Context: an optimization exercise on an open-source flow, tuned for small area. The choices shown serve that exercise and are no tape-out recipe. The RTL was checked by simulation tests, not by an equivalence proof against the original design.

## flow/run.sh

```bash
#!/bin/bash
set -euo pipefail
W=$(pwd)
cat > "$W/area_synth.tcl" <<EOT
proc abc {args} {
  set i [lsearch -exact \$args -script]
  if {\$i >= 0} { lset args [expr {\$i + 1}] {$W/flow/area.abc} }
  yosys abc {*}\$args
}
source {$W/synth_recipe.tcl}
EOT
bash standard.sh SYNTH_SCRIPT="$W/area_synth.tcl" "BUFFER_PORTS_ARGS=-buffer_cell sky130_fd_sc_hd__buf_1" finish > "$W/standard_flow.log" 2>&1
```

## flow/area.abc

```
strash
balance -l
resub -K 6 -l
rewrite -l
resub -K 6 -N 2 -l
refactor -l
resub -K 8 -l
balance -l
resub -K 8 -N 2 -l
rewrite -l
resub -K 10 -l
rewrite -z -l
resub -K 10 -N 2 -l
balance -l
resub -K 12 -l
refactor -z -l
resub -K 12 -N 2 -l
rewrite -z -l
balance -l
balance -l
resub -K 6 -l
rewrite -l
resub -K 6 -N 2 -l
refactor -l
resub -K 8 -l
balance -l
resub -K 8 -N 2 -l
rewrite -l
resub -K 10 -l
rewrite -z -l
resub -K 10 -N 2 -l
balance -l
resub -K 12 -l
refactor -z -l
resub -K 12 -N 2 -l
rewrite -z -l
balance -l
dch -f
amap
topo
```

## standard.sh

```bash
#!/bin/bash
# synth_recipe.tcl (not shown) runs the flow's synth.tcl, then flattens the netlist and writes it again
# the make line also repeats each setting of config.mk as NAME=value (left out here)
make -C /OpenROAD-flow-scripts/flow DESIGN_CONFIG=/design/flow/config.mk WORK_HOME=/design/flow/orfs CLKGATE_MAP_FILE= SYNTH_SCRIPT=/design/flow/synth_recipe.tcl "${@:-finish}"
```

## config.mk

```make
export PLATFORM = sky130hd
export DESIGN_NAME = LCD_driver
export DESIGN_NICKNAME = LCD_driver
export VERILOG_FILES = /design/flow/design.v
export SDC_FILE = /design/flow/constraint.sdc
export NUM_CORES = 4
export LEC_CHECK = 0
export ABC_AREA = 1
export CAP_MARGIN = 20
export CORE_MARGIN = 2
export CORE_UTILIZATION = 40
export CTS_BUF_LIST = sky130_fd_sc_hd__clkbuf_4
export SLEW_MARGIN = 20
```

## constraint.sdc

```tcl
create_clock -name core_clock -period 30.0 [get_ports {system_clk}]
set_input_delay 6.0000 -clock core_clock [delete_from_list [all_inputs] [get_ports {system_clk}]]
set_output_delay 6.0000 -clock core_clock [all_outputs]
set_load 0.01 [all_outputs]
```

## design.v

```verilog
module LCD_driver(
    input system_clk, rst, run,
    input [31:0] score,
    output LCD_RW,
    output reg LCD_EN, LCD_RS, LCD_RST,
    output reg [7:0] LCD_DATA
);
    localparam S0 = 3'd0, S1 = 3'd1, S1J = 3'd5, S2A = 3'd2, S2B = 3'd3, S3 = 3'd4, S4 = 3'd6;
    reg [2:0] st;
    reg [5:0] idx;    
    reg [3:0] dreg;   
    wire [3:0] dig;
    LCD_conv conv(.x(score), .k(~idx[3:0]), .d(dig));
    wire ld  = (st == S1);
    wire ldj = (st == S1J);
    wire go4 = (run & ~idx[5]) | (idx[5] & (idx[4] | (idx[3:0] == 4'd0)));
    assign LCD_RW = ~LCD_RS;
    always @(posedge system_clk) begin
        LCD_RST <= rst | ((st == S4) & run);
        LCD_EN  <= rst | ld | ldj | (LCD_EN & ~(st == S3));
        LCD_RS  <= ~rst & (LCD_RS | ld | ldj);
        if (ld) dreg <= dig;
        if (rst) begin
            st <= S0;
            idx <= 6'd0;
        end else begin
            case (st)
                S0:  st <= go4 ? S4 : S1;
                S1:  begin st <= S2A; idx <= idx + 6'd1; end
                S1J: begin st <= S2A; idx <= 6'd33; end
                S2A: st <= S2B;
                S2B: st <= S3;
                S3:  st <= S0;
                S4:  st <= run ? S1J : S4;
                default: st <= 3'bxxx;
            endcase
        end
    end
    always @* begin
        case (idx)
            6'd0:  LCD_DATA = 8'h00;
            6'd1:  LCD_DATA = 8'h28;  
            6'd2:  LCD_DATA = 8'h45;  
            6'd3:  LCD_DATA = 8'h4C;  
            6'd4:  LCD_DATA = 8'h4C;  
            6'd5:  LCD_DATA = 8'h4F;  
            6'd6:  LCD_DATA = 8'h01;  
            6'd7, 6'd8, 6'd9, 6'd10, 6'd11, 6'd12, 6'd13, 6'd14, 6'd15, 6'd16:
                   LCD_DATA = 8'h5F;  
            6'd17: LCD_DATA = 8'h30;  
            6'd18: LCD_DATA = 8'h52;  
            6'd19: LCD_DATA = 8'h45;  
            6'd20: LCD_DATA = 8'h53;  
            6'd21: LCD_DATA = 8'h53;  
            6'd22: LCD_DATA = 8'h5F;  
            6'd23: LCD_DATA = 8'h52;  
            6'd24: LCD_DATA = 8'h55;  
            6'd25: LCD_DATA = 8'h4E;  
            6'd26: LCD_DATA = 8'h01;  
            6'd27, 6'd28, 6'd29, 6'd30, 6'd31, 6'd32:
                   LCD_DATA = 8'h5F;  
            6'd33: LCD_DATA = 8'h33;  
            6'd34: LCD_DATA = 8'h43;  
            6'd35: LCD_DATA = 8'h4F;  
            6'd36: LCD_DATA = 8'h52;  
            6'd37: LCD_DATA = 8'h45;  
            6'd38: LCD_DATA = 8'h1A;  
            default: LCD_DATA = {4'h3, dreg};
        endcase
    end
endmodule
module LCD_conv(input [31:0] x, input [3:0] k, output reg [3:0] d);
  wire [31:0] y0;
  wire [28:0] y1;
  wire [25:0] y2;
  wire [22:0] y3;
  wire [18:0] y4;
  wire [15:0] y5;
  wire [12:0] y6;
  wire [8:0] y7;
  wire [5:0] y8;
  wire [2:0] y9;
  assign y0 = x;
  wire [2:0] s_0_30;
  LCD_e5 e0(.b(y0[31:30]), .s(s_0_30));
  wire [2:0] s_0_29; wire q_0_29;
  LCD_m5 c1(.s(s_0_30), .y(y0[29]), .q(q_0_29), .o(s_0_29));
  wire [2:0] s_0_28; wire q_0_28;
  LCD_m5 c2(.s(s_0_29), .y(y0[28]), .q(q_0_28), .o(s_0_28));
  wire [2:0] s_0_27; wire q_0_27;
  LCD_m5 c3(.s(s_0_28), .y(y0[27]), .q(q_0_27), .o(s_0_27));
  wire [2:0] s_0_26; wire q_0_26;
  LCD_m5 c4(.s(s_0_27), .y(y0[26]), .q(q_0_26), .o(s_0_26));
  wire [2:0] s_0_25; wire q_0_25;
  LCD_m5 c5(.s(s_0_26), .y(y0[25]), .q(q_0_25), .o(s_0_25));
  wire [2:0] s_0_24; wire q_0_24;
  LCD_m5 c6(.s(s_0_25), .y(y0[24]), .q(q_0_24), .o(s_0_24));
  wire [2:0] s_0_23; wire q_0_23;
  LCD_m5 c7(.s(s_0_24), .y(y0[23]), .q(q_0_23), .o(s_0_23));
  wire [2:0] s_0_22; wire q_0_22;
  LCD_m5 c8(.s(s_0_23), .y(y0[22]), .q(q_0_22), .o(s_0_22));
  wire [2:0] s_0_21; wire q_0_21;
  LCD_m5 c9(.s(s_0_22), .y(y0[21]), .q(q_0_21), .o(s_0_21));
  wire [2:0] s_0_20; wire q_0_20;
  LCD_m5 c10(.s(s_0_21), .y(y0[20]), .q(q_0_20), .o(s_0_20));
  wire [2:0] s_0_19; wire q_0_19;
  LCD_m5 c11(.s(s_0_20), .y(y0[19]), .q(q_0_19), .o(s_0_19));
  wire [2:0] s_0_18; wire q_0_18;
  LCD_m5 c12(.s(s_0_19), .y(y0[18]), .q(q_0_18), .o(s_0_18));
  wire [2:0] s_0_17; wire q_0_17;
  LCD_m5 c13(.s(s_0_18), .y(y0[17]), .q(q_0_17), .o(s_0_17));
  wire [2:0] s_0_16; wire q_0_16;
  LCD_m5 c14(.s(s_0_17), .y(y0[16]), .q(q_0_16), .o(s_0_16));
  wire [2:0] s_0_15; wire q_0_15;
  LCD_m5 c15(.s(s_0_16), .y(y0[15]), .q(q_0_15), .o(s_0_15));
  wire [2:0] s_0_14; wire q_0_14;
  LCD_m5 c16(.s(s_0_15), .y(y0[14]), .q(q_0_14), .o(s_0_14));
  wire [2:0] s_0_13; wire q_0_13;
  LCD_m5 c17(.s(s_0_14), .y(y0[13]), .q(q_0_13), .o(s_0_13));
  wire [2:0] s_0_12; wire q_0_12;
  LCD_m5 c18(.s(s_0_13), .y(y0[12]), .q(q_0_12), .o(s_0_12));
  wire [2:0] s_0_11; wire q_0_11;
  LCD_m5 c19(.s(s_0_12), .y(y0[11]), .q(q_0_11), .o(s_0_11));
  wire [2:0] s_0_10; wire q_0_10;
  LCD_m5 c20(.s(s_0_11), .y(y0[10]), .q(q_0_10), .o(s_0_10));
  wire [2:0] s_0_9; wire q_0_9;
  LCD_m5 c21(.s(s_0_10), .y(y0[9]), .q(q_0_9), .o(s_0_9));
  wire [2:0] s_0_8; wire q_0_8;
  LCD_m5 c22(.s(s_0_9), .y(y0[8]), .q(q_0_8), .o(s_0_8));
  wire [2:0] s_0_7; wire q_0_7;
  LCD_m5 c23(.s(s_0_8), .y(y0[7]), .q(q_0_7), .o(s_0_7));
  wire [2:0] s_0_6; wire q_0_6;
  LCD_m5 c24(.s(s_0_7), .y(y0[6]), .q(q_0_6), .o(s_0_6));
  wire [2:0] s_0_5; wire q_0_5;
  LCD_m5 c25(.s(s_0_6), .y(y0[5]), .q(q_0_5), .o(s_0_5));
  wire [2:0] s_0_4; wire q_0_4;
  LCD_m5 c26(.s(s_0_5), .y(y0[4]), .q(q_0_4), .o(s_0_4));
  wire [2:0] s_0_3; wire q_0_3;
  LCD_m5 c27(.s(s_0_4), .y(y0[3]), .q(q_0_3), .o(s_0_3));
  wire [2:0] s_0_2; wire q_0_2;
  LCD_m5 c28(.s(s_0_3), .y(y0[2]), .q(q_0_2), .o(s_0_2));
  wire [2:0] s_0_1; wire q_0_1;
  LCD_m5 c29(.s(s_0_2), .y(y0[1]), .q(q_0_1), .o(s_0_1));
  assign y1[0] = q_0_1;
  assign y1[1] = q_0_2;
  assign y1[2] = q_0_3;
  assign y1[3] = q_0_4;
  assign y1[4] = q_0_5;
  assign y1[5] = q_0_6;
  assign y1[6] = q_0_7;
  assign y1[7] = q_0_8;
  assign y1[8] = q_0_9;
  assign y1[9] = q_0_10;
  assign y1[10] = q_0_11;
  assign y1[11] = q_0_12;
  assign y1[12] = q_0_13;
  assign y1[13] = q_0_14;
  assign y1[14] = q_0_15;
  assign y1[15] = q_0_16;
  assign y1[16] = q_0_17;
  assign y1[17] = q_0_18;
  assign y1[18] = q_0_19;
  assign y1[19] = q_0_20;
  assign y1[20] = q_0_21;
  assign y1[21] = q_0_22;
  assign y1[22] = q_0_23;
  assign y1[23] = q_0_24;
  assign y1[24] = q_0_25;
  assign y1[25] = q_0_26;
  assign y1[26] = q_0_27;
  assign y1[27] = q_0_28;
  assign y1[28] = q_0_29;
  wire [2:0] f0 = s_0_1;
  wire [2:0] s_1_27;
  LCD_e5 e1(.b(y1[28:27]), .s(s_1_27));
  wire [2:0] s_1_26; wire q_1_26;
  LCD_m5 c30(.s(s_1_27), .y(y1[26]), .q(q_1_26), .o(s_1_26));
  wire [2:0] s_1_25; wire q_1_25;
  LCD_m5 c31(.s(s_1_26), .y(y1[25]), .q(q_1_25), .o(s_1_25));
  wire [2:0] s_1_24; wire q_1_24;
  LCD_m5 c32(.s(s_1_25), .y(y1[24]), .q(q_1_24), .o(s_1_24));
  wire [2:0] s_1_23; wire q_1_23;
  LCD_m5 c33(.s(s_1_24), .y(y1[23]), .q(q_1_23), .o(s_1_23));
  wire [2:0] s_1_22; wire q_1_22;
  LCD_m5 c34(.s(s_1_23), .y(y1[22]), .q(q_1_22), .o(s_1_22));
  wire [2:0] s_1_21; wire q_1_21;
  LCD_m5 c35(.s(s_1_22), .y(y1[21]), .q(q_1_21), .o(s_1_21));
  wire [2:0] s_1_20; wire q_1_20;
  LCD_m5 c36(.s(s_1_21), .y(y1[20]), .q(q_1_20), .o(s_1_20));
  wire [2:0] s_1_19; wire q_1_19;
  LCD_m5 c37(.s(s_1_20), .y(y1[19]), .q(q_1_19), .o(s_1_19));
  wire [2:0] s_1_18; wire q_1_18;
  LCD_m5 c38(.s(s_1_19), .y(y1[18]), .q(q_1_18), .o(s_1_18));
  wire [2:0] s_1_17; wire q_1_17;
  LCD_m5 c39(.s(s_1_18), .y(y1[17]), .q(q_1_17), .o(s_1_17));
  wire [2:0] s_1_16; wire q_1_16;
  LCD_m5 c40(.s(s_1_17), .y(y1[16]), .q(q_1_16), .o(s_1_16));
  wire [2:0] s_1_15; wire q_1_15;
  LCD_m5 c41(.s(s_1_16), .y(y1[15]), .q(q_1_15), .o(s_1_15));
  wire [2:0] s_1_14; wire q_1_14;
  LCD_m5 c42(.s(s_1_15), .y(y1[14]), .q(q_1_14), .o(s_1_14));
  wire [2:0] s_1_13; wire q_1_13;
  LCD_m5 c43(.s(s_1_14), .y(y1[13]), .q(q_1_13), .o(s_1_13));
  wire [2:0] s_1_12; wire q_1_12;
  LCD_m5 c44(.s(s_1_13), .y(y1[12]), .q(q_1_12), .o(s_1_12));
  wire [2:0] s_1_11; wire q_1_11;
  LCD_m5 c45(.s(s_1_12), .y(y1[11]), .q(q_1_11), .o(s_1_11));
  wire [2:0] s_1_10; wire q_1_10;
  LCD_m5 c46(.s(s_1_11), .y(y1[10]), .q(q_1_10), .o(s_1_10));
  wire [2:0] s_1_9; wire q_1_9;
  LCD_m5 c47(.s(s_1_10), .y(y1[9]), .q(q_1_9), .o(s_1_9));
  wire [2:0] s_1_8; wire q_1_8;
  LCD_m5 c48(.s(s_1_9), .y(y1[8]), .q(q_1_8), .o(s_1_8));
  wire [2:0] s_1_7; wire q_1_7;
  LCD_m5 c49(.s(s_1_8), .y(y1[7]), .q(q_1_7), .o(s_1_7));
  wire [2:0] s_1_6; wire q_1_6;
  LCD_m5 c50(.s(s_1_7), .y(y1[6]), .q(q_1_6), .o(s_1_6));
  wire [2:0] s_1_5; wire q_1_5;
  LCD_m5 c51(.s(s_1_6), .y(y1[5]), .q(q_1_5), .o(s_1_5));
  wire [2:0] s_1_4; wire q_1_4;
  LCD_m5 c52(.s(s_1_5), .y(y1[4]), .q(q_1_4), .o(s_1_4));
  wire [2:0] s_1_3; wire q_1_3;
  LCD_m5 c53(.s(s_1_4), .y(y1[3]), .q(q_1_3), .o(s_1_3));
  wire [2:0] s_1_2; wire q_1_2;
  LCD_m5 c54(.s(s_1_3), .y(y1[2]), .q(q_1_2), .o(s_1_2));
  wire [2:0] s_1_1; wire q_1_1;
  LCD_m5 c55(.s(s_1_2), .y(y1[1]), .q(q_1_1), .o(s_1_1));
  assign y2[0] = q_1_1;
  assign y2[1] = q_1_2;
  assign y2[2] = q_1_3;
  assign y2[3] = q_1_4;
  assign y2[4] = q_1_5;
  assign y2[5] = q_1_6;
  assign y2[6] = q_1_7;
  assign y2[7] = q_1_8;
  assign y2[8] = q_1_9;
  assign y2[9] = q_1_10;
  assign y2[10] = q_1_11;
  assign y2[11] = q_1_12;
  assign y2[12] = q_1_13;
  assign y2[13] = q_1_14;
  assign y2[14] = q_1_15;
  assign y2[15] = q_1_16;
  assign y2[16] = q_1_17;
  assign y2[17] = q_1_18;
  assign y2[18] = q_1_19;
  assign y2[19] = q_1_20;
  assign y2[20] = q_1_21;
  assign y2[21] = q_1_22;
  assign y2[22] = q_1_23;
  assign y2[23] = q_1_24;
  assign y2[24] = q_1_25;
  assign y2[25] = q_1_26;
  wire [2:0] f1 = s_1_1;
  wire [2:0] s_2_24;
  LCD_e5 e2(.b(y2[25:24]), .s(s_2_24));
  wire [2:0] s_2_23; wire q_2_23;
  LCD_m5 c56(.s(s_2_24), .y(y2[23]), .q(q_2_23), .o(s_2_23));
  wire [2:0] s_2_22; wire q_2_22;
  LCD_m5 c57(.s(s_2_23), .y(y2[22]), .q(q_2_22), .o(s_2_22));
  wire [2:0] s_2_21; wire q_2_21;
  LCD_m5 c58(.s(s_2_22), .y(y2[21]), .q(q_2_21), .o(s_2_21));
  wire [2:0] s_2_20; wire q_2_20;
  LCD_m5 c59(.s(s_2_21), .y(y2[20]), .q(q_2_20), .o(s_2_20));
  wire [2:0] s_2_19; wire q_2_19;
  LCD_m5 c60(.s(s_2_20), .y(y2[19]), .q(q_2_19), .o(s_2_19));
  wire [2:0] s_2_18; wire q_2_18;
  LCD_m5 c61(.s(s_2_19), .y(y2[18]), .q(q_2_18), .o(s_2_18));
  wire [2:0] s_2_17; wire q_2_17;
  LCD_m5 c62(.s(s_2_18), .y(y2[17]), .q(q_2_17), .o(s_2_17));
  wire [2:0] s_2_16; wire q_2_16;
  LCD_m5 c63(.s(s_2_17), .y(y2[16]), .q(q_2_16), .o(s_2_16));
  wire [2:0] s_2_15; wire q_2_15;
  LCD_m5 c64(.s(s_2_16), .y(y2[15]), .q(q_2_15), .o(s_2_15));
  wire [2:0] s_2_14; wire q_2_14;
  LCD_m5 c65(.s(s_2_15), .y(y2[14]), .q(q_2_14), .o(s_2_14));
  wire [2:0] s_2_13; wire q_2_13;
  LCD_m5 c66(.s(s_2_14), .y(y2[13]), .q(q_2_13), .o(s_2_13));
  wire [2:0] s_2_12; wire q_2_12;
  LCD_m5 c67(.s(s_2_13), .y(y2[12]), .q(q_2_12), .o(s_2_12));
  wire [2:0] s_2_11; wire q_2_11;
  LCD_m5 c68(.s(s_2_12), .y(y2[11]), .q(q_2_11), .o(s_2_11));
  wire [2:0] s_2_10; wire q_2_10;
  LCD_m5 c69(.s(s_2_11), .y(y2[10]), .q(q_2_10), .o(s_2_10));
  wire [2:0] s_2_9; wire q_2_9;
  LCD_m5 c70(.s(s_2_10), .y(y2[9]), .q(q_2_9), .o(s_2_9));
  wire [2:0] s_2_8; wire q_2_8;
  LCD_m5 c71(.s(s_2_9), .y(y2[8]), .q(q_2_8), .o(s_2_8));
  wire [2:0] s_2_7; wire q_2_7;
  LCD_m5 c72(.s(s_2_8), .y(y2[7]), .q(q_2_7), .o(s_2_7));
  wire [2:0] s_2_6; wire q_2_6;
  LCD_m5 c73(.s(s_2_7), .y(y2[6]), .q(q_2_6), .o(s_2_6));
  wire [2:0] s_2_5; wire q_2_5;
  LCD_m5 c74(.s(s_2_6), .y(y2[5]), .q(q_2_5), .o(s_2_5));
  wire [2:0] s_2_4; wire q_2_4;
  LCD_m5 c75(.s(s_2_5), .y(y2[4]), .q(q_2_4), .o(s_2_4));
  wire [2:0] s_2_3; wire q_2_3;
  LCD_m5 c76(.s(s_2_4), .y(y2[3]), .q(q_2_3), .o(s_2_3));
  wire [2:0] s_2_2; wire q_2_2;
  LCD_m5 c77(.s(s_2_3), .y(y2[2]), .q(q_2_2), .o(s_2_2));
  wire [2:0] s_2_1; wire q_2_1;
  LCD_m5 c78(.s(s_2_2), .y(y2[1]), .q(q_2_1), .o(s_2_1));
  assign y3[0] = q_2_1;
  assign y3[1] = q_2_2;
  assign y3[2] = q_2_3;
  assign y3[3] = q_2_4;
  assign y3[4] = q_2_5;
  assign y3[5] = q_2_6;
  assign y3[6] = q_2_7;
  assign y3[7] = q_2_8;
  assign y3[8] = q_2_9;
  assign y3[9] = q_2_10;
  assign y3[10] = q_2_11;
  assign y3[11] = q_2_12;
  assign y3[12] = q_2_13;
  assign y3[13] = q_2_14;
  assign y3[14] = q_2_15;
  assign y3[15] = q_2_16;
  assign y3[16] = q_2_17;
  assign y3[17] = q_2_18;
  assign y3[18] = q_2_19;
  assign y3[19] = q_2_20;
  assign y3[20] = q_2_21;
  assign y3[21] = q_2_22;
  assign y3[22] = q_2_23;
  wire [2:0] f2 = s_2_1;
  wire [2:0] s_3_21;
  LCD_e5 e3(.b(y3[22:21]), .s(s_3_21));
  wire [2:0] s_3_20; wire q_3_20;
  LCD_m5 c79(.s(s_3_21), .y(y3[20]), .q(q_3_20), .o(s_3_20));
  wire [2:0] s_3_19; wire q_3_19;
  LCD_m5 c80(.s(s_3_20), .y(y3[19]), .q(q_3_19), .o(s_3_19));
  wire [2:0] s_3_18; wire q_3_18;
  LCD_m5 c81(.s(s_3_19), .y(y3[18]), .q(q_3_18), .o(s_3_18));
  wire [2:0] s_3_17; wire q_3_17;
  LCD_m5 c82(.s(s_3_18), .y(y3[17]), .q(q_3_17), .o(s_3_17));
  wire [2:0] s_3_16; wire q_3_16;
  LCD_m5 c83(.s(s_3_17), .y(y3[16]), .q(q_3_16), .o(s_3_16));
  wire [2:0] s_3_15; wire q_3_15;
  LCD_m5 c84(.s(s_3_16), .y(y3[15]), .q(q_3_15), .o(s_3_15));
  wire [2:0] s_3_14; wire q_3_14;
  LCD_m5 c85(.s(s_3_15), .y(y3[14]), .q(q_3_14), .o(s_3_14));
  wire [2:0] s_3_13; wire q_3_13;
  LCD_m5 c86(.s(s_3_14), .y(y3[13]), .q(q_3_13), .o(s_3_13));
  wire [2:0] s_3_12; wire q_3_12;
  LCD_m5 c87(.s(s_3_13), .y(y3[12]), .q(q_3_12), .o(s_3_12));
  wire [2:0] s_3_11; wire q_3_11;
  LCD_m5 c88(.s(s_3_12), .y(y3[11]), .q(q_3_11), .o(s_3_11));
  wire [2:0] s_3_10; wire q_3_10;
  LCD_m5 c89(.s(s_3_11), .y(y3[10]), .q(q_3_10), .o(s_3_10));
  wire [2:0] s_3_9; wire q_3_9;
  LCD_m5 c90(.s(s_3_10), .y(y3[9]), .q(q_3_9), .o(s_3_9));
  wire [2:0] s_3_8; wire q_3_8;
  LCD_m5 c91(.s(s_3_9), .y(y3[8]), .q(q_3_8), .o(s_3_8));
  wire [2:0] s_3_7; wire q_3_7;
  LCD_m5 c92(.s(s_3_8), .y(y3[7]), .q(q_3_7), .o(s_3_7));
  wire [2:0] s_3_6; wire q_3_6;
  LCD_m5 c93(.s(s_3_7), .y(y3[6]), .q(q_3_6), .o(s_3_6));
  wire [2:0] s_3_5; wire q_3_5;
  LCD_m5 c94(.s(s_3_6), .y(y3[5]), .q(q_3_5), .o(s_3_5));
  wire [2:0] s_3_4; wire q_3_4;
  LCD_m5 c95(.s(s_3_5), .y(y3[4]), .q(q_3_4), .o(s_3_4));
  wire [2:0] s_3_3; wire q_3_3;
  LCD_m5 c96(.s(s_3_4), .y(y3[3]), .q(q_3_3), .o(s_3_3));
  wire [2:0] s_3_2; wire q_3_2;
  LCD_m5 c97(.s(s_3_3), .y(y3[2]), .q(q_3_2), .o(s_3_2));
  wire [2:0] s_3_1; wire q_3_1;
  LCD_m5 c98(.s(s_3_2), .y(y3[1]), .q(q_3_1), .o(s_3_1));
  assign y4[0] = q_3_1;
  assign y4[1] = q_3_2;
  assign y4[2] = q_3_3;
  assign y4[3] = q_3_4;
  assign y4[4] = q_3_5;
  assign y4[5] = q_3_6;
  assign y4[6] = q_3_7;
  assign y4[7] = q_3_8;
  assign y4[8] = q_3_9;
  assign y4[9] = q_3_10;
  assign y4[10] = q_3_11;
  assign y4[11] = q_3_12;
  assign y4[12] = q_3_13;
  assign y4[13] = q_3_14;
  assign y4[14] = q_3_15;
  assign y4[15] = q_3_16;
  assign y4[16] = q_3_17;
  assign y4[17] = q_3_18;
  assign y4[18] = q_3_19;
  wire [2:0] f3 = s_3_1;
  wire [2:0] s_4_17;
  LCD_e5 e4(.b(y4[18:17]), .s(s_4_17));
  wire [2:0] s_4_16; wire q_4_16;
  LCD_m5 c99(.s(s_4_17), .y(y4[16]), .q(q_4_16), .o(s_4_16));
  wire [2:0] s_4_15; wire q_4_15;
  LCD_m5 c100(.s(s_4_16), .y(y4[15]), .q(q_4_15), .o(s_4_15));
  wire [2:0] s_4_14; wire q_4_14;
  LCD_m5 c101(.s(s_4_15), .y(y4[14]), .q(q_4_14), .o(s_4_14));
  wire [2:0] s_4_13; wire q_4_13;
  LCD_m5 c102(.s(s_4_14), .y(y4[13]), .q(q_4_13), .o(s_4_13));
  wire [2:0] s_4_12; wire q_4_12;
  LCD_m5 c103(.s(s_4_13), .y(y4[12]), .q(q_4_12), .o(s_4_12));
  wire [2:0] s_4_11; wire q_4_11;
  LCD_m5 c104(.s(s_4_12), .y(y4[11]), .q(q_4_11), .o(s_4_11));
  wire [2:0] s_4_10; wire q_4_10;
  LCD_m5 c105(.s(s_4_11), .y(y4[10]), .q(q_4_10), .o(s_4_10));
  wire [2:0] s_4_9; wire q_4_9;
  LCD_m5 c106(.s(s_4_10), .y(y4[9]), .q(q_4_9), .o(s_4_9));
  wire [2:0] s_4_8; wire q_4_8;
  LCD_m5 c107(.s(s_4_9), .y(y4[8]), .q(q_4_8), .o(s_4_8));
  wire [2:0] s_4_7; wire q_4_7;
  LCD_m5 c108(.s(s_4_8), .y(y4[7]), .q(q_4_7), .o(s_4_7));
  wire [2:0] s_4_6; wire q_4_6;
  LCD_m5 c109(.s(s_4_7), .y(y4[6]), .q(q_4_6), .o(s_4_6));
  wire [2:0] s_4_5; wire q_4_5;
  LCD_m5 c110(.s(s_4_6), .y(y4[5]), .q(q_4_5), .o(s_4_5));
  wire [2:0] s_4_4; wire q_4_4;
  LCD_m5 c111(.s(s_4_5), .y(y4[4]), .q(q_4_4), .o(s_4_4));
  wire [2:0] s_4_3; wire q_4_3;
  LCD_m5 c112(.s(s_4_4), .y(y4[3]), .q(q_4_3), .o(s_4_3));
  wire [2:0] s_4_2; wire q_4_2;
  LCD_m5 c113(.s(s_4_3), .y(y4[2]), .q(q_4_2), .o(s_4_2));
  wire [2:0] s_4_1; wire q_4_1;
  LCD_m5 c114(.s(s_4_2), .y(y4[1]), .q(q_4_1), .o(s_4_1));
  assign y5[0] = q_4_1;
  assign y5[1] = q_4_2;
  assign y5[2] = q_4_3;
  assign y5[3] = q_4_4;
  assign y5[4] = q_4_5;
  assign y5[5] = q_4_6;
  assign y5[6] = q_4_7;
  assign y5[7] = q_4_8;
  assign y5[8] = q_4_9;
  assign y5[9] = q_4_10;
  assign y5[10] = q_4_11;
  assign y5[11] = q_4_12;
  assign y5[12] = q_4_13;
  assign y5[13] = q_4_14;
  assign y5[14] = q_4_15;
  assign y5[15] = q_4_16;
  wire [2:0] f4 = s_4_1;
  wire [2:0] s_5_14;
  LCD_e5 e5(.b(y5[15:14]), .s(s_5_14));
  wire [2:0] s_5_13; wire q_5_13;
  LCD_m5 c115(.s(s_5_14), .y(y5[13]), .q(q_5_13), .o(s_5_13));
  wire [2:0] s_5_12; wire q_5_12;
  LCD_m5 c116(.s(s_5_13), .y(y5[12]), .q(q_5_12), .o(s_5_12));
  wire [2:0] s_5_11; wire q_5_11;
  LCD_m5 c117(.s(s_5_12), .y(y5[11]), .q(q_5_11), .o(s_5_11));
  wire [2:0] s_5_10; wire q_5_10;
  LCD_m5 c118(.s(s_5_11), .y(y5[10]), .q(q_5_10), .o(s_5_10));
  wire [2:0] s_5_9; wire q_5_9;
  LCD_m5 c119(.s(s_5_10), .y(y5[9]), .q(q_5_9), .o(s_5_9));
  wire [2:0] s_5_8; wire q_5_8;
  LCD_m5 c120(.s(s_5_9), .y(y5[8]), .q(q_5_8), .o(s_5_8));
  wire [2:0] s_5_7; wire q_5_7;
  LCD_m5 c121(.s(s_5_8), .y(y5[7]), .q(q_5_7), .o(s_5_7));
  wire [2:0] s_5_6; wire q_5_6;
  LCD_m5 c122(.s(s_5_7), .y(y5[6]), .q(q_5_6), .o(s_5_6));
  wire [2:0] s_5_5; wire q_5_5;
  LCD_m5 c123(.s(s_5_6), .y(y5[5]), .q(q_5_5), .o(s_5_5));
  wire [2:0] s_5_4; wire q_5_4;
  LCD_m5 c124(.s(s_5_5), .y(y5[4]), .q(q_5_4), .o(s_5_4));
  wire [2:0] s_5_3; wire q_5_3;
  LCD_m5 c125(.s(s_5_4), .y(y5[3]), .q(q_5_3), .o(s_5_3));
  wire [2:0] s_5_2; wire q_5_2;
  LCD_m5 c126(.s(s_5_3), .y(y5[2]), .q(q_5_2), .o(s_5_2));
  wire [2:0] s_5_1; wire q_5_1;
  LCD_m5 c127(.s(s_5_2), .y(y5[1]), .q(q_5_1), .o(s_5_1));
  assign y6[0] = q_5_1;
  assign y6[1] = q_5_2;
  assign y6[2] = q_5_3;
  assign y6[3] = q_5_4;
  assign y6[4] = q_5_5;
  assign y6[5] = q_5_6;
  assign y6[6] = q_5_7;
  assign y6[7] = q_5_8;
  assign y6[8] = q_5_9;
  assign y6[9] = q_5_10;
  assign y6[10] = q_5_11;
  assign y6[11] = q_5_12;
  assign y6[12] = q_5_13;
  wire [2:0] f5 = s_5_1;
  wire [2:0] s_6_11;
  LCD_e5 e6(.b(y6[12:11]), .s(s_6_11));
  wire [2:0] s_6_10; wire q_6_10;
  LCD_m5 c128(.s(s_6_11), .y(y6[10]), .q(q_6_10), .o(s_6_10));
  wire [2:0] s_6_9; wire q_6_9;
  LCD_m5 c129(.s(s_6_10), .y(y6[9]), .q(q_6_9), .o(s_6_9));
  wire [2:0] s_6_8; wire q_6_8;
  LCD_m5 c130(.s(s_6_9), .y(y6[8]), .q(q_6_8), .o(s_6_8));
  wire [2:0] s_6_7; wire q_6_7;
  LCD_m5 c131(.s(s_6_8), .y(y6[7]), .q(q_6_7), .o(s_6_7));
  wire [2:0] s_6_6; wire q_6_6;
  LCD_m5 c132(.s(s_6_7), .y(y6[6]), .q(q_6_6), .o(s_6_6));
  wire [2:0] s_6_5; wire q_6_5;
  LCD_m5 c133(.s(s_6_6), .y(y6[5]), .q(q_6_5), .o(s_6_5));
  wire [2:0] s_6_4; wire q_6_4;
  LCD_m5 c134(.s(s_6_5), .y(y6[4]), .q(q_6_4), .o(s_6_4));
  wire [2:0] s_6_3; wire q_6_3;
  LCD_m5 c135(.s(s_6_4), .y(y6[3]), .q(q_6_3), .o(s_6_3));
  wire [2:0] s_6_2; wire q_6_2;
  LCD_m5 c136(.s(s_6_3), .y(y6[2]), .q(q_6_2), .o(s_6_2));
  wire [2:0] s_6_1; wire q_6_1;
  LCD_m5 c137(.s(s_6_2), .y(y6[1]), .q(q_6_1), .o(s_6_1));
  assign y7[0] = q_6_1;
  assign y7[1] = q_6_2;
  assign y7[2] = q_6_3;
  assign y7[3] = q_6_4;
  assign y7[4] = q_6_5;
  assign y7[5] = q_6_6;
  assign y7[6] = q_6_7;
  assign y7[7] = q_6_8;
  assign y7[8] = q_6_9;
  wire [2:0] f6 = s_6_1;
  wire [2:0] s_7_7;
  LCD_e5 e7(.b(y7[8:7]), .s(s_7_7));
  wire [2:0] s_7_6; wire q_7_6;
  LCD_m5 c138(.s(s_7_7), .y(y7[6]), .q(q_7_6), .o(s_7_6));
  wire [2:0] s_7_5; wire q_7_5;
  LCD_m5 c139(.s(s_7_6), .y(y7[5]), .q(q_7_5), .o(s_7_5));
  wire [2:0] s_7_4; wire q_7_4;
  LCD_m5 c140(.s(s_7_5), .y(y7[4]), .q(q_7_4), .o(s_7_4));
  wire [2:0] s_7_3; wire q_7_3;
  LCD_m5 c141(.s(s_7_4), .y(y7[3]), .q(q_7_3), .o(s_7_3));
  wire [2:0] s_7_2; wire q_7_2;
  LCD_m5 c142(.s(s_7_3), .y(y7[2]), .q(q_7_2), .o(s_7_2));
  wire [2:0] s_7_1; wire q_7_1;
  LCD_m5 c143(.s(s_7_2), .y(y7[1]), .q(q_7_1), .o(s_7_1));
  assign y8[0] = q_7_1;
  assign y8[1] = q_7_2;
  assign y8[2] = q_7_3;
  assign y8[3] = q_7_4;
  assign y8[4] = q_7_5;
  assign y8[5] = q_7_6;
  wire [2:0] f7 = s_7_1;
  wire [2:0] s_8_4;
  LCD_e5 e8(.b(y8[5:4]), .s(s_8_4));
  wire [2:0] s_8_3; wire q_8_3;
  LCD_m5 c144(.s(s_8_4), .y(y8[3]), .q(q_8_3), .o(s_8_3));
  wire [2:0] s_8_2; wire q_8_2;
  LCD_m5 c145(.s(s_8_3), .y(y8[2]), .q(q_8_2), .o(s_8_2));
  wire [2:0] s_8_1; wire q_8_1;
  LCD_m5 c146(.s(s_8_2), .y(y8[1]), .q(q_8_1), .o(s_8_1));
  assign y9[0] = q_8_1;
  assign y9[1] = q_8_2;
  assign y9[2] = q_8_3;
  wire [2:0] f8 = s_8_1;
  reg [2:0] fs; reg fb;
  always @* begin
    case (k)
      4'd0: begin fs = f0; fb = y0[0]; end
      4'd1: begin fs = f1; fb = y1[0]; end
      4'd2: begin fs = f2; fb = y2[0]; end
      4'd3: begin fs = f3; fb = y3[0]; end
      4'd4: begin fs = f4; fb = y4[0]; end
      4'd5: begin fs = f5; fb = y5[0]; end
      4'd6: begin fs = f6; fb = y6[0]; end
      4'd7: begin fs = f7; fb = y7[0]; end
      4'd8: begin fs = f8; fb = y8[0]; end
      default: begin fs = {1'b0, y9[2:1]}; fb = y9[0]; end
    endcase
  end
  wire [2:0] fr;
  LCD_d5 dd(.c(fs), .r(fr));
  always @* d = (k == 4'd9) ? y9 : {fr, fb};
endmodule
module LCD_m5(input [2:0] s, input y, output q, output [2:0] o);
  assign q = (s[2]) | (y & s[1]);
  assign o[0] = (~y & s[2]) | (y & ~s[1] & ~s[2]);
  assign o[1] = (~y & s[0] & ~s[2]) | (y & s[0] & s[2]);
  assign o[2] = (~s[0] & s[2]) | (~y & s[1]) | (y & s[0] & ~s[2]);
endmodule
module LCD_e5(input [1:0] b, output [2:0] s);
  assign s[0] = (b[0]);
  assign s[1] = (~b[0] & b[1]);
  assign s[2] = (b[0] & b[1]);
endmodule
module LCD_d5(input [2:0] c, output [2:0] r);
  assign r[0] = (c[0]);
  assign r[1] = (c[1]) | (c[0] & c[2]);
  assign r[2] = (~c[0] & c[2]);
endmodule
```

==> flow_summary.toml, run 1 <==
[routing]
wl_per_cell_um = 10.4
first_pass_iters = 5
route.detailed.drc = 0
drt-total-wl_um = 15500
postRouteAntennaNets = 0
vias = 8150
viasPerCell = 5.44
drt_iter0_drc = 453

[timing]
worst_slew_pin_slew_ps = 897
hold_violations = 0
setup_slack_ps = 2650
slew_headroom_pct = 39.4
clock-skew-final_ps = 1.58
fin_crit_ps = 27350
setup_viol = 0
fmax_ghz = 0.0366
drv_slew = 0
setup_tns_ps = 0
period_share_pct = 91.2

[synthesis]
netlist_instances = 1228
yosys_register_bits = 16
synth.avg_cell_area_um2 = 5.13
netlist-cell-type-count = 50
synth_top_area_share_pct = 17.0
yosys-top-cells-area = "o21ai_0 (17%), nor2_1 (14%), clkinv_1 (14%)"
yosysSeqAreaShare_pct = 5.72
syn_area_um2 = 6300
syn_nets = 1267
synth_top_cell_by_area = "o21ai_0"
ys.flop_type = "dfxtp_1"
synth_edf_count = 4
synthArstFlopShare_pct = 0
ys_warn_count = 2

[setup_path]
crit_type = "input pin to flip-flop"
slowest_delay_ps = 360
critPathMostFrequentCell = "nand2_1"
critPathLaunchType = "input pin"
ff2ff_path_depth = 14
critPathSlowestCell = "o211ai_1"
rrSetupSlack_ps = 26760
reg2reg_to = "dreg[0]"
end_kind = "flip-flop"
r2r_start = "idx[1]"
cp.arrival_ps = 27410
startpoint = "score[31]"
cp_max_fo = 5
cp.required_ps = 30060

[outcome]
status = "complete, no violations"

[clock_tree]
clkTransAtPathRegs_ps = 100
cts_max_path_buffers = 2
clock_sinks = 16
ctsHoldBuffers = 0
cts_root_buf = "clkbuf_4"
clkLatencyLatePin_ps = 300
cts_buffers = 3
tritoncts = "yes"
cts_max_level = 1

[placement]
place_inst = 1484
place_area_um2 = 6730
dp_hpwl_um = 12800
io_buffer_count = 45
routabilityCongestion = 0.898
place_ws_ps = -448

[cells_and_area]
antenna_cells = 0
stdcell_area_um2 = 7180
layout_commonest_cell = "nor2_1"
syn_to_final_growth_pct = 14.0
multiInputGateArea_um2 = 5430
nFillCells = 1727
final_util_pct = 46.9
finalNonFillerCells = 1498
layout_common_cells = "nor2_1 (227), clkinv_1 (225), o21ai_0 (158)"
regArea_um2 = 360
nets = 1327
drive_gt1_share_pct = 6.45

[floorplanning]
fp.dieH_um = 129
ios = 47
coreArea_um2 = 15300
initial_core_util_pct = 41.1
dieArea_um2 = 16800
fp-row-count = 45
die_w_um = 129

[worst_hold_path]
hp-start = "LCD_RS"
hold_path_end = "LCD_RS"
hold_class = "flip-flop to flip-flop"
worstHoldPathCells = 2

[run]
cap_violations = 0

[grt]
grt_overflow = 0
grt_first_pass_wirelength_um = 27400
grt_pass1_vias = 6773
grt_util_all_layers_pct = 18.1
grt_max_degree = 10
antenna_found_initial = 0
final cells by class:
cell class / instances / share of cell area [%]
clock buffers: 3 / 0.314
multi-input cells: 984 / 75.6
clock inverters: 1 / 0.0523
repair buffers: 56 / 3.50
inverters: 227 / 11.9
well taps: 211 / 3.68
flip-flops and latches: 16 / 5.02
kinds of logic (layout without fill, tap and decap cells):
kind of cell    Yosys count  in the layout  share of synthesized area (%)
compound gates          533            533                           50.1
fa+ha+maj                 4              4                          0.795
buf+inv                 228            287                           13.6
flops                    16             16                           5.72
other cells               1              1                         0.0595
simple gates            446            446                           29.6
worst max-delay path, delay by kind of cell:
kind            cells  cell delay, ps
buf+inv            18            2270
simple gates       44            7410
compound gates     68           11710
cell usage after synthesis, types with 5 or more instances:
cell type and count:
a211oi_1 7, a21oi_1 111, a22oi_1 10, a31oi_1 21, clkinv_1 227, dfxtp_1 12, nand2_1 125, nand3_1 14
nor2_1 230, nor2b_1 15, nor3_1 18, nor4_1 7, o211ai_1 22, o21a_1 23, o21ai_0 214, o21bai_1 5
o221ai_1 7, o22ai_1 56, o31ai_1 20, or2_0 23
flip-flops by register name (all words and copies together) (netlist names):
name and count:
LCD_RST 1, LCD_EN 1, idx 6, st 3, LCD_RS 1, dreg 4
what timing repair did:
item,CTS,global route
endpoints found under the setup margin,3,4
resized for setup,2,134
pin swaps,0,9
buffers inserted,0,10
worst max-delay path by stage:
stage	endpoint	slack, ps	cells after the start
floorplan	dreg[2]	3750	111
global placement	dreg[2]	-240	111
detailed placement	dreg[2]	-450	111
CTS	dreg[2]	6	113
global route	dreg[2]	-260	130
finish	dreg[2]	2650	130
per-layer routing:
metal	vias to the layer above	track usage, %	wire, um
met4	0	2.85	134
met3	12	0.413	366
met2	107	29.7	6590
met1	3524	26.9	8420
met5	-	0	0
li1	4507	-	-
through the flow:
stage	hold slack (ps)
floorplan	490
global route	486
global placement	443
detailed placement	449
finish	465
CTS	467
==> inputs of run 2 (changes only) <==
--- a/config.mk
+++ b/config.mk
@@ -10,4 +10,5 @@
 export CORE_MARGIN = 2
-export CORE_UTILIZATION = 40
+export CORE_UTILIZATION = 75
 export CTS_BUF_LIST = sky130_fd_sc_hd__clkbuf_4
+export PLACE_DENSITY = 0.85
 export SLEW_MARGIN = 20
==> flow_summary.toml, run 2 <==
[setup_path]
critPathMostFrequentCell = "o21ai_1"
slowest_delay_ps = 370
critical_path_depth = 125
critPathSlowestCell = "nor4_2"
end_kind = "flip-flop"
ff2ff_path_depth = 14
cp_max_fo = 5
crit_type = "input pin to flip-flop"
startpoint = "score[31]"
critPathLaunchType = "input pin"
r2r_start = "idx[0]"
cp.required_ps = 30060
crit_buf_inv = 16
cp.arrival_ps = 28580
cpLargestDelayFamily = "compound AO/OA/AOI/OAI gates"

[cells_and_area]
top_register = "idx"
layout_common_cells = "nor2_1 (228), clkinv_1 (226), o21ai_0 (160)"
largest_register_ffs = 6
drive_gt1_share_pct = 5.23
final_util_pct = 85.0
syn_to_final_growth_pct = 10.3
nFillCells = 587
nets = 1321
largestRegisters = "idx x6, dreg x4, st x3"
antenna_cells = 0
layout_commonest_cell = "nor2_1"

[timing]
drv_slew = 0
slew_headroom_pct = 40.6
hold_violations = 0
worst_slew_pin_slew_ps = 880
setup_viol = 0
fin_crit_ps = 28520
setup_tns_ps = 0
period_share_pct = 95.1
fmax_ghz = 0.0351
timing.hold.ws_ps = 506
clock-skew-final_ps = 5.29

[synthesis]
synth.avg_cell_area_um2 = 5.13
netlist-cell-type-count = 50
syn_area_um2 = 6300
synth_commonest_cells = "nor2_1 (230), clkinv_1 (227), o21ai_0 (214)"
ys_warn_count = 2
ys.flop_type = "dfxtp_1"
synth_top_cell_by_area = "o21ai_0"
yosys-top-cells-area = "o21ai_0 (17%), nor2_1 (14%), clkinv_1 (14%)"
syn_nets = 1267
synth_top_area_share_pct = 17.0
synth_edf_count = 4
netlist_instances = 1228
synthArstFlopShare_pct = 0
yosysSeqAreaShare_pct = 5.72
yosys_register_bits = 16
synth_most_common_cell = "nor2_1"

[clock_tree]
clock_sinks = 16
clkLatencyLatePin_ps = 310
cts_buffers = 3
tritoncts = "yes"
ctsHoldBuffers = 0
clkTransAtPathRegs_ps = 110
cts_max_path_buffers = 2
cts_root_buf = "clkbuf_4"
cts_max_level = 1

[floorplanning]
die_w_um = 95.6
fp-row-count = 33
dieArea_um2 = 9150
fp.dieH_um = 95.6
initial_core_util_pct = 77.0
ios = 47
coreArea_um2 = 8180

[grt]
grt_overflow = 0
grt_util_all_layers_pct = 32.7
grt_pass1_vias = 6717
grt_first_pass_wirelength_um = 26000
antenna_found_initial = 0
grt_max_degree = 10

[routing]
vias = 8747
route.detailed.drc = 0
first_pass_iters = 6
viasPerCell = 6.31
drt-total-wl_um = 17400
wl_per_cell_um = 12.5
postRouteAntennaNets = 0
drt_iter0_drc = 602

[placement]
dp_hpwl_um = 13100
io_buffer_count = 45
routabilityCongestion = 0.920

[worst_hold_path]
hp-start = "LCD_RS"
hold_class = "flip-flop to flip-flop"
worstHoldPathCells = 2

[run]
cap_violations = 0

[outcome]
status = "complete, no violations"
==> run 2: area by class of cell <==
type | instances | area [um^2] | share of cell area [%]
multi-input cells | 984 | 5370 | 77.3
clock inverters | 1 | 3.75 | 0.0540
inverters | 227 | 852 | 12.3
repair buffers | 50 | 206 | 2.97
well taps | 105 | 131 | 1.89
clock buffers | 3 | 22.5 | 0.324
flip-flops and latches | 16 | 360 | 5.19
==> run 2: metal layers <==
layer / global-route usage (%) / vias up / wire length (um)
li1: - / 4490 / -
met2: 57.5 / 344 / 7990
met3: 2.21 / 49 / 1040
met1: 43.6 / 3864 / 8060
met5: 0 / - / 0
met4: 7.14 / 0 / 290
==> run 2: stage by stage <==
step	worst slack (ps)	cells	area, um^2
3_5_place_dp	-402	1377	6590
2_1_floorplan	3750	1228	6300
6_report	1480	1386	6950
5_1_grt	-465	1386	6950
3_3_place_gp	347	1377	6590
4_1_cts	69.1	1381	6620
==> run 2: path summary, 6_finish.rpt <==
check	endpoint	slack, ps
worst min-delay path	LCD_RS	510
worst max-delay path	dreg[2]	1480
worst max register to register	dreg[0]	26830
worst min register to register	LCD_RS	510
==> run 2: cells by family (layout without fill, tap and decap cells) <==
logic type	Yosys count	after routing	synth area share (%)
adders and majority gates	4	4	0.795
AOI/OAI and AO/OA	533	533	50.1
DFF	16	16	5.72
and+or+nand+nor	446	446	29.6
other	1	1	0.0595
buffers and inverters	228	281	13.6
==> run 2: repair_timing <==
item	4_1_cts	5_1_grt
gates resized for setup	2	121
pin swaps	0	6
buffers inserted	0	5
endpoints found under the setup margin	4	4
cloned	0	0
==> run 2: worst register-to-register path: stages (launching register included) <==
cell and delay [ps]:
dfxtp_1 360, clkinv_1 100, ha_1 160, clkinv_1 130, nor2_1 220, clkinv_1 180, o2111ai_1 200, nor2_1 140
nor2_1 160, clkinv_1 150, a211oi_1 290, o221ai_1 180, a2111oi_2 320, o221a_1 270, a31oi_1 60
==> inputs of run 3 (changes only) <==
--- a/config.mk
+++ b/config.mk
@@ -10,5 +10,5 @@
 export CORE_MARGIN = 2
-export CORE_UTILIZATION = 75
+export CORE_UTILIZATION = 60
 export CTS_BUF_LIST = sky130_fd_sc_hd__clkbuf_4
-export PLACE_DENSITY = 0.85
+export PLACE_DENSITY = 0.7
 export SLEW_MARGIN = 20
==> flow_summary.toml, run 3 <==
[clock_tree]
clock_sinks = 16
cts_root_buf = "clkbuf_4"
clkTransAtPathRegs_ps = 100
tritoncts = "yes"
cts_buffers = 3
ctsHoldBuffers = 0
cts_max_path_buffers = 2
cts_max_level = 1
clkLatencyLatePin_ps = 300

[routing]
viasPerCell = 5.77
vias = 8188
drt-total-wl_um = 15500
route.detailed.drc = 0
first_pass_iters = 5
drt_iter0_drc = 470
postRouteAntennaNets = 0
wl_per_cell_um = 10.9

[floorplanning]
initial_core_util_pct = 61.3
fp-row-count = 37
ios = 47
dieArea_um2 = 11300
fp.dieH_um = 106
coreArea_um2 = 10300
die_w_um = 106

[placement]
io_buffer_count = 45
place_ws_ps = -464
place_area_um2 = 6640
dp_hpwl_um = 12700
routabilityCongestion = 0.962
place_inst = 1409

[grt]
grt_pass1_vias = 6700
grt_max_degree = 10
grt_overflow = 0
grt_first_pass_wirelength_um = 26600
antenna_found_initial = 0
grt_util_all_layers_pct = 26.0

[cells_and_area]
syn_to_final_growth_pct = 10.3
antenna_cells = 0
largestRegisters = "idx x6, dreg x4, st x3"
top_register = "idx"
drive_gt1_share_pct = 4.52
finalNonFillerCells = 1420
layout_commonest_cell = "nor2_1"
layout_common_cells = "nor2_1 (230), clkinv_1 (226), o21ai_0 (164)"
nets = 1324
stdcell_area_um2 = 6940
largest_register_ffs = 6

[setup_path]
critPathLaunchType = "input pin"
end_kind = "flip-flop"
critPathMostFrequentCell = "nand2_1"
crit_type = "input pin to flip-flop"
cp.arrival_ps = 27760
cp.required_ps = 30060
rrSetupSlack_ps = 26890
reg2reg_to = "dreg[0]"
slowest_delay_ps = 470
critPathSlowestCell = "a2111oi_0"
ff2ff_path_depth = 14
cp_max_fo = 5
r2r_start = "idx[0]"

[timing]
slew_headroom_pct = 41.4
fmax_ghz = 0.0361
drv_slew = 0
period_share_pct = 92.4
worst_slew_pin_slew_ps = 868
setup_viol = 0
setup_slack_ps = 2290
hold_violations = 0
fin_crit_ps = 27710
clock-skew-final_ps = 0.855

[run]
cap_violations = 0

[synthesis]
synth_top_cell_by_area = "o21ai_0"
netlist-cell-type-count = 50
yosys-top-cells-area = "o21ai_0 (17%), nor2_1 (14%), clkinv_1 (14%)"
yosysSeqAreaShare_pct = 5.72
synth_commonest_cells = "nor2_1 (230), clkinv_1 (227), o21ai_0 (214)"
yosys_register_bits = 16
synth_most_common_cell = "nor2_1"
synth.avg_cell_area_um2 = 5.13
synthArstFlopShare_pct = 0
ys.flop_type = "dfxtp_1"
synth_edf_count = 4
syn_nets = 1267
synth_top_area_share_pct = 17.0
netlist_instances = 1228
syn_area_um2 = 6300
ys_warn_count = 2

[worst_hold_path]
hold_path_end = "LCD_RS"
hold_class = "flip-flop to flip-flop"
worstHoldPathCells = 2
hp-start = "LCD_RS"

[outcome]
status = "complete, no violations"
==> run 3: worst max path at each step <==
stage                    to  slack [ps]       from  cells after the start
global placement    dreg[2]        -210  score[31]                    111
global route        dreg[2]        -160  score[31]                    123
finish              dreg[2]        2290  score[31]                    123
floorplan           dreg[2]        3750  score[31]                    111
CTS                 dreg[0]          60  score[31]                    109
detailed placement  dreg[2]        -460  score[31]                    111
==> run 3: area by class of cell <==
cell class | instances | area, um^2
Multi-Input combinational cell | 984 | 5310
Fill cell | 1105 | 3330
Inverter | 227 | 852
Sequential cell | 16 | 360
Timing Repair Buffer | 53 | 229
Tap cell | 136 | 170
Clock buffer | 3 | 22.5
Clock inverter | 1 | 3.75
==> run 3: cells by family (layout without fill, tap and decap cells) <==
logic type | after synthesis | after routing | synth area share, %
flops | 16 | 16 | 5.72
buf+inv | 228 | 284 | 13.6
compound gates | 533 | 533 | 50.1
simple gates | 446 | 446 | 29.6
fa+ha+maj | 4 | 4 | 0.795
other cells | 1 | 1 | 0.0595
==> run 3: through the flow <==
stage | TNS, ps | utilization [%] | hold WS (ps)
3_5_place_dp | -1510 | 64.6 | 455
2_1_floorplan | 0 | - | 490
5_1_grt | -294 | 67.6 | 495
6_report | 0 | 67.6 | 469
3_3_place_gp | -382 | 64.6 | 446
4_1_cts | 0 | 64.9 | 467
==> run 3: per-layer routing <==
| layer | up-vias | GRT usage (%) | wire length (um) |
|---|---|---|---|
| met2 | 143 | 44.4 | 6720 |
| met3 | 13 | 0.797 | 475 |
| met5 | - | 0 | 0 |
| met1 | 3510 | 37.4 | 8240 |
| li1 | 4522 | - | - |
| met4 | 0 | 2.97 | 87 |
==> run 3: timing repair <==
action / CTS / global route
setup buffers: 0 / 7
pin swaps: 0 / 7
gates resized for setup: 3 / 100
endpoints found under the setup margin: 4 / 4
==> run 3: worst max-delay path, delay by kind of cell <==
kind,cells,cell delay (ps)
AOI/OAI and AO/OA,71,13270
and+or+nand+nor,37,6470
buffers and inverters,15,2000
==> inputs of run 4 (changes only) <==
--- a/flow/run.sh
+++ b/flow/run.sh
@@ -11,2 +11,2 @@
 EOT
-bash standard.sh SYNTH_SCRIPT="$W/area_synth.tcl" "BUFFER_PORTS_ARGS=-buffer_cell sky130_fd_sc_hd__buf_1" finish > "$W/standard_flow.log" 2>&1
+bash standard.sh SYNTH_SCRIPT="$W/area_synth.tcl" finish > "$W/standard_flow.log" 2>&1
--- a/config.mk
+++ b/config.mk
@@ -10,5 +10,3 @@
 export CORE_MARGIN = 2
-export CORE_UTILIZATION = 60
-export CTS_BUF_LIST = sky130_fd_sc_hd__clkbuf_4
-export PLACE_DENSITY = 0.7
+export CORE_UTILIZATION = 40
 export SLEW_MARGIN = 20
==> flow_summary.toml, run 4 <==
[cells_and_area]
largest_register_ffs = 6
syn_to_final_growth_pct = 20.3
layout_common_cells = "nor2_1 (227), clkinv_1 (225), o21ai_0 (160)"
finalNonFillerCells = 1504
nets = 1333
stdcell_area_um2 = 7570
antenna_cells = 0
drive_gt1_share_pct = 7.12
regArea_um2 = 360
top_register = "idx"
multiInputGateArea_um2 = 5430
layout_commonest_cell = "nor2_1"
largestRegisters = "idx x6, dreg x4, st x3"
nFillCells = 1676

[grt]
grt_pass1_vias = 6700
grt_first_pass_wirelength_um = 27500
grt_max_degree = 10
grt_util_all_layers_pct = 18.3
grt_overflow = 0
antenna_found_initial = 0

[run]
cap_violations = 0

[floorplanning]
coreArea_um2 = 15300
initial_core_util_pct = 41.1
fp-row-count = 45
dieArea_um2 = 16800
ios = 47
die_w_um = 129
fp.dieH_um = 129

[clock_tree]
cts_max_level = 1
cts_root_buf = "clkbuf_16"
clkTransAtPathRegs_ps = 50
clkLatencyLatePin_ps = 250
cts_buffers = 3
ctsHoldBuffers = 0
clock_sinks = 16
cts_max_path_buffers = 2
tritoncts = "yes"

[routing]
wl_per_cell_um = 10.6
drt-total-wl_um = 16000
viasPerCell = 5.49
vias = 8258
postRouteAntennaNets = 0
route.detailed.drc = 0
first_pass_iters = 5
drt_iter0_drc = 440

[synthesis]
netlist-cell-type-count = 50
synth.avg_cell_area_um2 = 5.13
ys_warn_count = 2
syn_nets = 1267
yosys_register_bits = 16
synth_top_cell_by_area = "o21ai_0"
netlist_instances = 1228
synth_edf_count = 4
ys.flop_type = "dfxtp_1"
synth_top_area_share_pct = 17.0
synth_most_common_cell = "nor2_1"
yosys-top-cells-area = "o21ai_0 (17%), nor2_1 (14%), clkinv_1 (14%)"
syn_area_um2 = 6300
synth_commonest_cells = "nor2_1 (230), clkinv_1 (227), o21ai_0 (214)"
synthArstFlopShare_pct = 0
yosysSeqAreaShare_pct = 5.72

[placement]
io_buffer_count = 45
dp_hpwl_um = 13100
routabilityCongestion = 0.922
place_area_um2 = 7040
place_inst = 1488

[setup_path]
critPathLaunchType = "input pin"
cp.arrival_ps = 27340
crit_type = "input pin to flip-flop"
crit_buf_inv = 22
end_kind = "flip-flop"
slowest_delay_ps = 540
critPathMostFrequentCell = "o21ai_0"
cpLargestDelayFamily = "compound AO/OA/AOI/OAI gates"
critPathSlowestCell = "clkdlybuf4s50_1"
cp_max_fo = 5
cp.required_ps = 30000

[timing]
fmax_ghz = 0.0366
setup_viol = 0
slew_headroom_pct = 33.1
setup_tns_ps = 0
worst_slew_pin_slew_ps = 992
drv_slew = 0
fin_crit_ps = 27340
hold_violations = 0
period_share_pct = 91.1
timing.hold.ws_ps = 450
clock-skew-final_ps = 1.30

[worst_hold_path]
hold_class = "flip-flop to flip-flop"

[outcome]
status = "complete, no violations"
-- run 4: cell count changes in the layout (fill, tap and decap cells not counted), sizes merged --
cell           before  now
clkdlybuf4s50       0   45
clkinv            226  225
buf                53   17
clkbuf              3    4
-- run 4: stage by stage --
step	setup slack [ps]	util, %
floorplan	3750	-
global placement	526	46.0
detailed placement	-439	46.0
CTS	128	46.6
global route	-244	49.5
finish	2660	49.5
-- run 4: path summary, 6_finish.rpt --
kind | to | slack (ps) | depth (start not counted) | startpoint
worst max register to register | dreg[0] | 26900 | 14 | idx[0]
worst min register to register | LCD_RS | 450 | 2 | LCD_RS
worst max-delay path | dreg[2] | 2660 | 124 | score[31]
worst min-delay path | LCD_RS | 450 | 2 | LCD_RS
-- run 4: cell families (layout without fill, tap and decap cells) --
family,count (synthesis),count (layout),synth area share [%]
simple gates,446,446,29.6
flops,16,16,5.72
fa+ha+maj,4,4,0.795
buf+inv,228,293,13.6
other cells,1,1,0.0595
compound gates,533,533,50.1
-- run 4: timing repair --
item | in CTS | in global routing
endpoints found under the setup margin | 4 | 4
pin swaps | 0 | 10
resized for setup | 4 | 132
buffers inserted | 0 | 12
-- run 4: layout make-up --
class	count	share of cell area [%]
multi-input combinational	984	71.7
timing repair buffer	62	7.63
clock buffer	4	1.17
sequential	16	4.76
tap	211	3.49
inverter	227	11.3
-- run 4: worst register-to-register path, stage by stage, from the launching register on --
cell       delay [ps]
dfxtp_1           340
clkinv_1          100
ha_1              150
clkinv_1          120
nor2_1            220
clkinv_1          180
o2111ai_1         190
nor2_1            130
nor2_1            160
clkinv_1          160
a211oi_1          270
o221ai_1          150
a2111oi_1         360
o221a_1           280
a31oi_1            50
-- run 4: per-layer routing --
layer | share of wire (%) | GRT usage (%) | vias up
li1 | - | - | 4548
met1 | 55 | 28.6 | 3560
met2 | 41 | 28.6 | 134
met3 | 3.0 | 0.661 | 16
met4 | 0.70 | 2.28 | 0
met5 | 0 | 0 | -
==> inputs of run 5 (changes only) <==
--- a/design.v
+++ b/design.v
@@ -3,4 +3,3 @@
     input [31:0] score,
-    output LCD_RW,
-    output reg LCD_EN, LCD_RS, LCD_RST,
+    output LCD_RW, LCD_EN, LCD_RS, LCD_RST,
     output reg [7:0] LCD_DATA
@@ -9,3 +8,3 @@
     reg [2:0] st;
-    reg [5:0] idx;    
+    reg [5:0] idx;
     reg [3:0] dreg;   
@@ -13,11 +12,10 @@
     LCD_conv conv(.x(score), .k(~idx[3:0]), .d(dig));
-    wire ld  = (st == S1);
-    wire ldj = (st == S1J);
+    wire fresh = (idx == 6'd0);
+    assign LCD_RS  = ~fresh;
+    assign LCD_RW  = fresh;
+    assign LCD_EN  = fresh | (st == S2A) | (st == S2B) | (st == S3);
+    assign LCD_RST = (fresh & (st == S0)) | (st == S1J);
     wire go4 = (run & ~idx[5]) | (idx[5] & (idx[4] | (idx[3:0] == 4'd0)));
-    assign LCD_RW = ~LCD_RS;
     always @(posedge system_clk) begin
-        LCD_RST <= rst | ((st == S4) & run);
-        LCD_EN  <= rst | ld | ldj | (LCD_EN & ~(st == S3));
-        LCD_RS  <= ~rst & (LCD_RS | ld | ldj);
-        if (ld) dreg <= dig;
+        if (st == S1) dreg <= dig;
         if (rst) begin
--- a/flow/run.sh
+++ b/flow/run.sh
@@ -11,2 +11,2 @@
 EOT
-bash standard.sh SYNTH_SCRIPT="$W/area_synth.tcl" finish > "$W/standard_flow.log" 2>&1
+bash standard.sh SYNTH_SCRIPT="$W/area_synth.tcl" "BUFFER_PORTS_ARGS=-buffer_cell sky130_fd_sc_hd__buf_1" finish > "$W/standard_flow.log" 2>&1
--- a/config.mk
+++ b/config.mk
@@ -10,3 +10,6 @@
 export CORE_MARGIN = 2
-export CORE_UTILIZATION = 40
+export CORE_UTILIZATION = 60
+export CTS_BUF_LIST = sky130_fd_sc_hd__clkbuf_4
+export PLACE_DENSITY = 0.7
+export SETUP_SLACK_MARGIN = -1.0
 export SLEW_MARGIN = 20
==> flow_summary.toml, run 5 <==
[outcome]
status = "complete, no violations"

[clock_tree]
tritoncts = "yes"
cts_max_path_buffers = 2
cts_root_buf = "clkbuf_4"
cts_buffers = 3
clkTransAtPathRegs_ps = 100
clkLatencyLatePin_ps = 290
clock_sinks = 13
cts_max_level = 1

[synthesis]
netlist-cell-type-count = 48
yosys-top-cells-area = "o21ai_0 (17%), clkinv_1 (14%), nor2_1 (13%)"
netlist_instances = 1207
yosys_register_bits = 13
syn_nets = 1246
ys.flop_type = "dfxtp_1"
synth_most_common_cell = "clkinv_1"
synth.avg_cell_area_um2 = 5.14
synth_commonest_cells = "clkinv_1 (224), nor2_1 (218), o21ai_0 (205)"
synth_top_cell_by_area = "o21ai_0"
synthArstFlopShare_pct = 0
syn_area_um2 = 6200
ys_warn_count = 2
synth_edf_count = 4
synth_top_area_share_pct = 16.6
yosysSeqAreaShare_pct = 4.84

[routing]
drt_iter0_drc = 557
viasPerCell = 5.90
vias = 8232
route.detailed.drc = 0
first_pass_iters = 6
postRouteAntennaNets = 0
drt-total-wl_um = 15400
wl_per_cell_um = 11.1

[cells_and_area]
layout_common_cells = "clkinv_1 (223), nor2_1 (216), o21ai_0 (163)"
layout_commonest_cell = "clkinv_1"
syn_to_final_growth_pct = 9.51
nets = 1300
finalNonFillerCells = 1396
antenna_cells = 0
final_util_pct = 66.6
largest_register_ffs = 6
largestRegisters = "idx x6, dreg x4, st x3"
drive_gt1_share_pct = 3.97
top_register = "idx"

[placement]
io_buffer_count = 45
place_ws_ps = -1190
dp_hpwl_um = 12600
place_inst = 1388
routabilityCongestion = 0.949

[setup_path]
crit_type = "input pin to flip-flop"
rrSetupSlack_ps = 26650
cp.required_ps = 30040
cp.arrival_ps = 28550
slowest_delay_ps = 380
reg2reg_to = "dreg[0]"
ff2ff_path_depth = 14
critPathSlowestCell = "or3_1"
cp_max_fo = 7
critPathLaunchType = "input pin"
critPathMostFrequentCell = "o21ai_1"
end_kind = "flip-flop"
r2r_start = "idx[0]"

[timing]
hold_violations = 0
slew_headroom_pct = 38.7
setup_slack_ps = 1490
drv_slew = 0
worst_slew_pin_slew_ps = 908
timing.hold.ws_ps = 515
setup_viol = 0
period_share_pct = 95.0
clock-skew-final_ps = 12.4
fmax_ghz = 0.0351
fin_crit_ps = 28510

[floorplanning]
dieArea_um2 = 11200
die_w_um = 106
coreArea_um2 = 10200
initial_core_util_pct = 60.9
ios = 47
fp.dieH_um = 106
fp-row-count = 37

[grt]
grt_util_all_layers_pct = 26.1
grt_max_degree = 9
antenna_found_initial = 0
grt_overflow = 0
grt_pass1_vias = 6775
grt_first_pass_wirelength_um = 26600

[worst_hold_path]
hold_class = "flip-flop to flip-flop"
hold_path_end = "st[2]"
hp-start = "st[1]"
worstHoldPathCells = 2

[run]
cap_violations = 0
run 5: changes by cell type after synthesis, sizes merged, moves of 9 or more:
cell   delta
o22ai    +11
nor2     -12
nand2    -10
o21ai     -9
a31oi    +10
run 5: critical path: cells and delay by family:
kind	cells	cell delay (ps)
buf+inv	16	2000
compound gates	68	13580
simple gates	39	6920
run 5: area by class of cell:
cell class / count / area [um^2]
fill: 1075 / 3400
multi-input combinational: 969 / 5240
timing repair buffer: 50 / 208
clock buffer: 4 / 30.0
inverter: 224 / 841
sequential: 13 / 300
tap: 136 / 170
run 5: routing by layer:
layer / share of wire, % / wire, um / track usage [%]
met1: 52 / 8010 / 37.2
met2: 43 / 6710 / 44.8
met3: 3.8 / 590 / 0.866
met4: 0.94 / 145 / 3.67
met5: 0 / 0 / 0
run 5: timing repair:
action	4_1_cts	5_1_grt
buffers inserted	0	4
endpoints found under the setup margin	1	4
gates cloned	0	0
hold buffers	0	0
gates resized for setup	1	90
pin swaps	0	4
run 5: logic make-up after synthesis:
| logic type | after synthesis | share of synthesized area (%) |
|---|---|---|
| other cells | 1 | 0.0605 |
| flops | 13 | 4.84 |
| fa+ha+maj | 4 | 0.807 |
| compound gates | 536 | 51.3 |
| buf+inv | 225 | 13.7 |
| simple gates | 428 | 29.3 |
run 5: worst max-delay path by stage:
stage,startpoint,to,slack (ps),cells past startpoint
after global placement,score[31],dreg[2],-780,113
after detailed placement,score[31],dreg[2],-1190,112
final,score[31],dreg[2],1490,123
after global routing,score[31],dreg[2],-1310,126
after CTS,score[31],dreg[2],-930,112
after floorplan,score[30],dreg[2],3030,109
run 5: per-stage QoR:
| step | setup TNS [ps] | instance area (um^2) |
|---|---|---|
| CTS | -2640 | 6570 |
| floorplan | 0 | 6200 |
| global placement | -2350 | 6540 |
| detailed placement | -3600 | 6540 |
| finish | 0 | 6790 |
| global route | -4600 | 6790 |

-- static timing again, ports no longer ideal --
How much do the figures lean on ideal ports? The routed layouts below were timed once more, with nothing changed but the port constraints. Step 1: set_driving_cell puts a clkbuf_16 on system_clk and a buf_2 on each other input, an assumption about the parent block. Step 2 times the ports against the registers' clock, not the clock port: input delays grow and output delays shrink by t, the midpoint of the rising clock arrivals with the driver on. Three values: ideal ports, drivers, drivers and shift; two values: the first two.
| run | t, ns | setup slack, ns | hold WS [ns] |
|---|---|---|---|
| run 1 | 0.322 | 2.648 / 2.644 / 2.322 | 0.465 / 0.465 / 0.465 |
| run 2 | 0.329 | 1.476 / 1.479 / 1.151 | 0.506 / 0.506 / 0.506 |
| run 3 | 0.319 | 2.294 / 2.293 / 1.974 | 0.469 / 0.469 / 0.469 |
| run 4 | 0.280 | 2.659 / 2.662 / 2.382 | 0.450 / 0.450 / 0.450 |
| run 5 | 0.307 | 1.491 / 1.487 / 1.180 | 0.515 / 0.515 / 0.515 |
After both steps setup and hold are still met in every run listed. For run 1, which loses most, drivers alone change the setup slack by -0.004 ns; drivers and shift together by -0.326 ns.
